Context: an optimization exercise on an open-source flow, tuned for small area and a short achievable clock period. The choices shown serve that exercise and are no tape-out recipe.
Where RTL was checked, it was by simulation tests only, not by an equivalence proof against the original.
Only the layout flow was run in run 2; the RTL was not checked for function there.
The flow treats the clock pin as an ideal source. Dropping or thinning the clock tree relies on that and would not hold on a real chip.
Power is estimated from default activity; no workload was simulated.

==> flow/design.v (outline; a module is shown in full before it is edited, if it fits) <==
// module csa_fa: 7 lines
// module g_xor2: 3 lines
// module g_xnor2: 3 lines
// module g_maj3: 3 lines
// module g_or2: 3 lines
// module csa_ffa: 9 lines
// module csa_han: 7 lines
// module mini_cnn: 1001 lines
module mini_cnn (
    input         clk,
    input         reset,
    input  [7:0]  pxl_in,
    input  [7:0]  k00, k01, k02,
    input  [7:0]  k10, k11, k12,
    input  [7:0]  k20, k21, k22,
    input  [15:0] w0, w1, w2, w3,
    input  [15:0] bias,
    output [15:0] pool_out,
    output [15:0] fc_out,
    output reg    out_valid
);
  // ...
==> flow/flow/run.sh <==
#!/bin/bash
# The standard ORFS layout with these changes:
#  - port buffers are the smallest buffer (buf_1),
#  - clock tree synthesis with clkbuf_8 buffers, clusters of at most 16 sinks,
#    and without dummy loads,
#  - after clock tree synthesis the tree's root buffer is removed, so the clock
#    port drives the tree's first-level buffers directly (flow/noroot.tcl), and
#    if there are two of them, each is split in two, so that the port drives
#    four buffers, each driving the nearer half of the leaf buffers; these
#    first-level buffers are then clkbuf_16 (flow/split.tcl),
#  - the multiplier operand flops get drive strength 2 (flow/upsize.tcl),
#  - the output port buffers get drive strength 2 (flow/outbuf.tcl).
# Each tool's output goes to its own log here.
set -uo pipefail
bash standard.sh synth > synth.log 2>&1 || exit 1
CTS="-sink_clustering_enable -repair_clock_nets -sink_clustering_size 16 -sink_clustering_max_diameter 50"
CTS="$CTS -buf_list {sky130_fd_sc_hd__clkbuf_8} -dont_use_dummy_load"
bash standard.sh "BUFFER_PORTS_ARGS=-buffer_cell sky130_fd_sc_hd__buf_1" \
  "CTS_ARGS=$CTS" "POST_CTS_TCL=$PWD/flow/post_cts.tcl" finish > layout.log 2>&1 || exit 1
==> flow/flow/noroot.tcl <==
# Drop the clock tree's root buffer: the clock port then drives the tree's
# first-level buffers (two of them) directly.
set block [ord::get_db_block]
set clk [[$block findBTerm clk] getNet]
set roots {}
foreach it [$clk getITerms] { if {[$it isInputSignal]} { lappend roots [$it getInst] } }
if {[llength $roots] == 1} {
  set root [lindex $roots 0]
  set rn [[$root findITerm X] getNet]
  set loads {}
  foreach it [$rn getITerms] { if {[$it isInputSignal]} { lappend loads $it } }
  if {[llength $loads] <= 4} {
    foreach it $loads { $it disconnect; $it connect $clk }
    [$root findITerm A] disconnect
    odb::dbInst_destroy $root
    odb::dbNet_destroy $rn
    puts "noroot: removed [$root getName], clock port now drives [llength $loads] buffers"
  }
}
==> flow/flow/outbuf.tcl <==
# Output port buffers: drive strength 2.
set n 0
foreach bt [[ord::get_db_block] getBTerms] {
  if {[$bt getIoType] ne "OUTPUT"} continue
  set net [$bt getNet]
  foreach it [$net getITerms] {
    if {[$it isOutputSignal] && [[[$it getInst] getMaster] getName] eq "sky130_fd_sc_hd__buf_1"} {
      replace_cell [get_cells [[$it getInst] getName]] sky130_fd_sc_hd__buf_2
      incr n
    }
  }
}
puts "outbuf: $n output buffers to buf_2"
if {$n > 0} { detailed_placement; estimate_parasitics -placement }
==> flow/flow/post_cts.tcl <==
# Run after clock tree synthesis (ORFS POST_CTS_TCL hook).
set here [file dirname [info script]]
source $here/noroot.tcl
source $here/split.tcl
source $here/upsize.tcl
source $here/outbuf.tcl
==> flow/flow/split.tcl <==
set block [ord::get_db_block]
set clk [[$block findBTerm clk] getNet]
set mids {}
foreach it [$clk getITerms] { if {[$it isInputSignal]} { lappend mids [$it getInst] } }
if {[llength $mids] == 2} {
  set made 0
  foreach m $mids {
    set out [[$m findITerm X] getNet]
    set loads {}
    foreach it [$out getITerms] { if {[$it isInputSignal]} { lappend loads $it } }
    if {[llength $loads] < 4} continue
    set xs {}; set ys {}
    foreach it $loads { lassign [[$it getInst] getLocation] x y; lappend xs $x; lappend ys $y }
    set sx [expr {[tcl::mathfunc::max {*}$xs] - [tcl::mathfunc::min {*}$xs]}]
    set sy [expr {[tcl::mathfunc::max {*}$ys] - [tcl::mathfunc::min {*}$ys]}]
    set idx [expr {$sx >= $sy ? 0 : 1}]
    set keyed {}
    foreach it $loads { lappend keyed [list [lindex [[$it getInst] getLocation] $idx] $it] }
    set keyed [lsort -integer -index 0 $keyed]
    set half [expr {[llength $keyed] / 2}]
    set first [lrange $keyed 0 [expr {$half - 1}]]
    set second [lrange $keyed $half end]
    set name "[$m getName]_split"
    set nb [odb::dbInst_create $block [$m getMaster] $name]
    set nn [odb::dbNet_create $block "${name}_net"]
    $nn setSigType CLOCK
    [$nb findITerm A] connect $clk
    [$nb findITerm X] connect $nn
    set cx 0; set cy 0
    foreach e $second { set it [lindex $e 1]; $it disconnect; $it connect $nn
      lassign [[$it getInst] getLocation] x y; set cx [expr {$cx + $x}]; set cy [expr {$cy + $y}] }
    set n2 [llength $second]
    $nb setLocation [expr {$cx / $n2}] [expr {$cy / $n2}]
    $nb setPlacementStatus PLACED
    set cx 0; set cy 0
    foreach e $first { lassign [[[lindex $e 1] getInst] getLocation] x y; set cx [expr {$cx + $x}]; set cy [expr {$cy + $y}] }
    set n1 [llength $first]
    $m setLocation [expr {$cx / $n1}] [expr {$cy / $n1}]
    incr made
  }
  if {$made} {
    global_connect
    detailed_placement
    estimate_parasitics -placement
  }
  puts "split: clock port now drives [expr {2 + $made}] buffers"
}

# The buffers the clock port drives get the largest clock buffer.
set clk [[[ord::get_db_block] findBTerm clk] getNet]
set up 0
foreach it [$clk getITerms] {
  if {[$it isInputSignal] && [[[$it getInst] getMaster] getName] ne "sky130_fd_sc_hd__clkbuf_16"} {
    replace_cell [get_cells [[$it getInst] getName]] sky130_fd_sc_hd__clkbuf_16
    incr up
  }
}
if {$up} { detailed_placement; estimate_parasitics -placement }
puts "split: $up first-level clock buffers to clkbuf_16"
==> flow/flow/upsize.tcl <==
set n 0
foreach c [get_cells -quiet {pa* ka*}] {
  if {[get_property [get_lib_cells -of_objects $c] name] eq "sky130_fd_sc_hd__dfxtp_1"} {
    replace_cell $c sky130_fd_sc_hd__dfxtp_2
    incr n
  }
}
puts "upsize: $n stage-A flops to dfxtp_2"
if {$n > 0} {
  detailed_placement
  estimate_parasitics -placement
}
==> flow/standard.sh <==
#!/bin/bash
# synth_recipe.tcl (not shown) runs the flow's synth.tcl, then flattens the netlist and writes it again
# the make line also repeats each setting of config.mk as NAME=value (left out here)
make -C /OpenROAD-flow-scripts/flow DESIGN_CONFIG=/design/flow/config.mk WORK_HOME=/design/flow/orfs CLKGATE_MAP_FILE= SYNTH_SCRIPT=/design/flow/synth_recipe.tcl "${@:-finish}"
==> flow/config.mk <==
export PLATFORM = sky130hd
export DESIGN_NAME = mini_cnn
export DESIGN_NICKNAME = mini_cnn
export VERILOG_FILES = /design/flow/design.v
export SDC_FILE = /design/flow/constraint.sdc
export NUM_CORES = 4
export LEC_CHECK = 0
export CAP_MARGIN = 50
export CORE_MARGIN = 2
export CORE_UTILIZATION = 80
export CTS_BUF_LIST = sky130_fd_sc_hd__clkbuf_8 sky130_fd_sc_hd__clkbuf_16
export CTS_CLUSTER_DIAMETER = 60
export CTS_CLUSTER_SIZE = 30
export SLEW_MARGIN = 70
export SYNTH_HIERARCHICAL = 1
export SYNTH_MINIMUM_KEEP_SIZE = 0
==> flow/constraint.sdc <==
create_clock -name core_clock -period 13.0 [get_ports {clk}]
set_input_delay 2.6000 -clock core_clock [delete_from_list [all_inputs] [get_ports {clk}]]
set_output_delay 2.6000 -clock core_clock [all_outputs]
set_load 0.01 [all_outputs]
==> results.sh, run 1 <==
export IMPL_seq_cell_count=319
export IMPL_r2r_end="acc_fc[14]"
export IMPL_setup_violations=0
export IMPL_fmax_mhz=276
export IMPL_multi_input_area_share_pct=56.4
export IMPL_maxUsedRoutingLayer="met5"
export IMPL_area_sequential_um2=6660
export IMPL_final_common_cell="nand2_1"
export IMPL_status="no timing/DRC/antenna violations"
export IMPL_antenna_found_initial=2
export IMPL_tapCellCount=285
export IMPL_critPathTopFamily="adder cells"
export IMPL_critPathLaunch="dsh[0]"
export IMPL_via_count=14200
export IMPL_seqPwrFrac_pct=24.4
export IMPL_seq_power_w=0.00134
export IMPL_nMultiInputCombCells=1295
export IMPL_cp_slowest_cell="dfxtp_1"
export IMPL_r2r_start="dsh[0]"
export IMPL_m1WireLength_um=17100
export IMPL_min_path_cells=0
export IMPL_pre_cts_slack_ns=9.37
export IMPL_antenna_cells=1
export IMPL_gr_usage_met3_pct=11.9
export IMPL_period_share_pct=27.9
export IMPL_top_power_group="combinational cells"
export IMPL_yosysWarnings=8
export IMPL_grt_pass1_wl_um=76600
export IMPL_gr_usage_all_layers_pct=41.5
export IMPL_regMostFlops="sr"
export IMPL_grt_pass1_vias=14900
export IMPL_tns_ns=0
export IMPL_leakage_nw=7.41
export IMPL_crit_fanout=8
export IMPL_pwr_share_clk_pct=10.0
==> inputs of run 2 (changes only) <==
--- a/flow/design.v
+++ b/flow/design.v
@@ -922,17 +922,17 @@
     csa_han u_cf3 (fp0_3, fp1_3, cf3, cf4);
     wire cf5, cf6;
     csa_ffa u_cf5 (fp0_4, fp1_4, fp2_4, cf5, cf6);
     wire cf7, cf8;
     csa_han u_cf7 (fp3_4, fp4_4, cf7, cf8);
     wire cf9, cf10;
     csa_ffa u_cf9 (fp0_5, fp1_5, fp2_5, cf9, cf10);
     wire cf11, cf12;
-    csa_fa u_cf11 (fp3_5, fp4_5, fb5, cf11, cf12);
+    csa_ffa u_cf11 (fp3_5, fp4_5, fb5, cf11, cf12);
     wire cf13, cf14;
     csa_ffa u_cf13 (fp0_6, fp1_6, fp2_6, cf13, cf14);
     wire cf15, cf16;
     csa_ffa u_cf15 (fp3_6, fp4_6, fb6, cf15, cf16);
     wire cf17, cf18;
     csa_ffa u_cf17 (fp0_7, fp1_7, fp2_7, cf17, cf18);
     wire cf19, cf20;
     csa_ffa u_cf19 (fp3_7, fp4_7, fb7, cf19, cf20);
@@ -960,25 +960,25 @@
     csa_ffa u_cf41 (fp0_13, fp1_13, fp2_13, cf41, cf42);
     wire cf43, cf44;
     csa_ffa u_cf43 (fp3_13, fp4_13, fb13, cf43, cf44);
     wire cf45, cf46;
     csa_ffa u_cf45 (fp0_14, fp1_14, fp2_14, cf45, cf46);
     wire cf47, cf48;
     csa_ffa u_cf47 (fp3_14, fp4_14, fb14, cf47, cf48);
     wire cf49, cf50;
-    csa_fa u_cf49 (fp2_15, fp3_15, fp4_15, cf49, cf50);
+    csa_ffa u_cf49 (fp2_15, fp3_15, fp4_15, cf49, cf50);
     wire cf51, cf52;
     csa_ffa u_cf51 (fp5_15, fb15, cf1, cf51, cf52);
     wire cf53, cf54;
     csa_han u_cf53 (fp0_2, fp1_2, cf53, cf54);
     wire cf55, cf56;
     csa_ffa u_cf55 (fp2_3, fp3_3, fb3, cf55, cf56);
     wire cf57, cf58;
-    csa_fa u_cf57 (fb4, cf7, cf4, cf57, cf58);
+    csa_ffa u_cf57 (fb4, cf7, cf4, cf57, cf58);
     wire cf59, cf60;
     csa_ffa u_cf59 (cf8, cf6, cf9, cf59, cf60);
     wire cf61, cf62;
     csa_ffa u_cf61 (cf10, cf13, cf15, cf61, cf62);
     wire cf63, cf64;
     csa_ffa u_cf63 (cf14, cf17, cf19, cf63, cf64);
     wire cf65, cf66;
     csa_ffa u_cf65 (cf18, cf21, cf23, cf65, cf66);
==> flow/config.mk (replaced) <==
export PLATFORM = sky130hd
export DESIGN_NAME = mini_cnn
export DESIGN_NICKNAME = mini_cnn
export VERILOG_FILES = /design/flow/design.v
export SDC_FILE = /design/flow/constraint.sdc
export NUM_CORES = 4
export LEC_CHECK = 0
export CAP_MARGIN = 50
export CORE_MARGIN = 2
export CORE_UTILIZATION = 65
export CTS_BUF_LIST = sky130_fd_sc_hd__clkbuf_8 sky130_fd_sc_hd__clkbuf_16
export CTS_CLUSTER_DIAMETER = 60
export CTS_CLUSTER_SIZE = 30
export SLEW_MARGIN = 70
export SYNTH_HIERARCHICAL = 1
export SYNTH_MINIMUM_KEEP_SIZE = 0
==> run 2 against run 1 <==
  * Still clean
  * Total power fell by 3.8%
  * Sequential power about the same
  * Synthesized cell count rose by 0.28%
  * Area after synthesis is essentially flat
  * Flip-flop and latch count unchanged
  * Register-to-register slack gained 0.12 ns
  * Clock skew up 0.028 ns
  * Setup slack gained 0.10 ns
  * Global-route usage is 12 points lower
  * Final cell count is 4.5% higher
  * Die area is 23% higher
  * Core utilization fell by 16 points
  * Largest cell class unchanged
==> results.sh, run 2 <==
export IMPL_postSynthCellCount=1770
export IMPL_area_growth_syn_to_layout_pct=9.10
export IMPL_cp_start_kind="flip-flop"
export IMPL_fillers=2193
export IMPL_largest_register_ffs=160
export IMPL_antenna_found_initial=2
export IMPL_worstHoldStart="sr[4][6]"
export IMPL_final_cells=2292
export IMPL_die_area_um2=29200
export IMPL_drt_iter0_drc=1008
export IMPL_status="no timing/DRC/antenna violations"
export IMPL_power_w=0.00526
export IMPL_core_um2=27600
export IMPL_critPathKind="reg2out"
export IMPL_skew_ns=0.0848
export IMPL_syn_num_nets=2112
export IMPL_finalMaxSlewViolations=0
export IMPL_p_per_area_nw_per_um2=266
export IMPL_hold_viol_final=0
export IMPL_min_path_type="reg2reg"
export IMPL_grt_max_degree=34
export IMPL_final_area_um2=19800
export IMPL_drc_errors=0
export IMPL_rows=61
export IMPL_r2r_start="pa1[2]"
export IMPL_fmax_mhz=284
export IMPL_slowest_delay_ns=0.45
export IMPL_pre_cts_slack_ns=9.40
export IMPL_period_share_pct=27.1
export IMPL_leakage_nw=7.41
export IMPL_end_kind="primary output"
export IMPL_cts_clk_slew_worst_paths_ns=0.09
export IMPL_grt_overflow_total=0
export IMPL_place_gp_congestion=0.919
export IMPL_syn_area_um2=18100
export IMPL_cp_slowest_cell="edfxtp_1"
export IMPL_path_cells="buf_2"
export IMPL_setup_violations=0
export IMPL_min_period_ns=3.53
export IMPL_cp_required_ns=10.40
export IMPL_grt_pass1_vias=13100
export IMPL_placed_cells=2257
export IMPL_tns_ns=0
export IMPL_placed_area_um2=19200
export IMPL_final_layout_size_suffix_gt1_share_pct=16.4
export IMPL_antenna_left=0
export IMPL_fin_nets=2256
export IMPL_ir_drop_v=0.000207
export IMPL_post_dp_hpwl_um=33500
export IMPL_gr_usage_all_layers_pct=29.5
export IMPL_rsz0062_at_grt="false"
export IMPL_final_cell_mix="nand2_1 (325), xor2_1 (239), dfxtp_1 (237)"
export IMPL_die_h_um=171
export IMPL_port_buffers=193
export IMPL_wl_per_cell_um=18.9
export IMPL_crit_fanout=2
export IMPL_drtPass1Iterations=8
export IMPL_regMostFlops="sr"
export IMPL_wirelength_um=43300
export IMPL_cap_violations=0
export IMPL_viasPerCell=5.83
export IMPL_post_synth_cell_area_avg_um2=10.2
export IMPL_crit_arrival_ns=0.93
export IMPL_clkLatencyLatePin_ns=0.35
export IMPL_yosysWarnings=8
export IMPL_die_w_um=171
export IMPL_io_pins=195
export IMPL_via_count=13400
export IMPL_setup_slack_ns=9.47
export IMPL_clock_sinks=319
export IMPL_initial_core_util_pct=65.6
export IMPL_critPathTopFamily="flip-flops"
export IMPL_final_common_cell="nand2_1"
export IMPL_grt_pass1_wl_um=67900
export IMPL_worst_path_buf_inv=1
[run 2: cell type report, without the clock buffers]
type / instances / area [um2] / share of cell area [%]
antenna: 2 / 5.00 / 0.0253
inverter: 58 / 218 / 1.10
multi-input combinational: 1300 / 11100 / 56.0
sequential: 319 / 6660 / 33.7
tap: 378 / 473 / 2.39
timing repair buffer: 202 / 836 / 4.23
[run 2: where the power goes]
part	total (W)	switching, W	internal [W]
clock	0.000550	0.000295	0.000255
combinational	0.00339	0.00183	0.00156
sequential	0.00132	0.000124	0.00120
total	0.00526	0.00224	0.00301
[run 2: path summary, 6_finish.rpt]
| kind | endpoint | slack [ns] | cells past startpoint |
|---|---|---|---|
| min | sr[5][6] | 0.31 | 0 |
| max | pool_out[10] | 9.47 | 1 |
| min reg2reg | sr[5][6] | 0.31 | 0 |
| max in group asynchronous | ph[4] | 10.55 | 2 |
| min in group asynchronous | out_valid | 2.19 | 2 |
| max reg2reg | nacc_s[10] | 9.49 | 11 |
[run 2: routing by layer]
| layer | vias up | global-route usage [%] | wire, um |
|---|---|---|---|
| li1 | 6268 | - | - |
| met1 | 6480 | 37.3 | 18100 |
| met2 | 540 | 52.1 | 21000 |
| met3 | 79 | 4.93 | 3130 |
| met4 | 0 | 8.66 | 978 |
| met5 | - | 0 | 0 |
[run 2: per-stage QoR]
step / hold slack [ns] / utilization (%)
after floorplan: 0.310 / -
after global placement: 0.310 / 68.9
after detailed placement: 0.312 / 69.3
after global routing: 0.316 / 71.6
final: 0.312 / 71.6

## static timing again, ports no longer ideal
No port has a modelled driver above. Below, the same layouts with a new extraction and two added sets of constraints. Step 1, drivers: a clkbuf_16 drives clk and a buf_2 each remaining input, both assumed. Step 2 times the ports against the registers' clock, not the clock port: input delays grow and output delays shrink by t, the midpoint of the rising clock arrivals with the driver on. Slacks: no drivers / after step 1 / after step 2; pairs: no drivers / after step 1.
| run | t, ns | setup slack, ns | worst setup path after step 2 | latest minus earliest clock arrival (ns) | worst slew at a driven data input, ns |
|---|---|---|---|---|---|
| run 1 | 0.412 | 9.370 / 9.263 / 9.330 | input to register | 0.058 / 0.058 | 0.10 |
| run 2 | 0.391 | 9.473 / 9.385 / 9.353 | input to register | 0.086 / 0.085 | 0.09 |
After both steps every run listed still meets setup and hold. The setup slack of run 2, which loses most, moves by -0.088 ns with the drivers and by -0.120 ns with both steps.
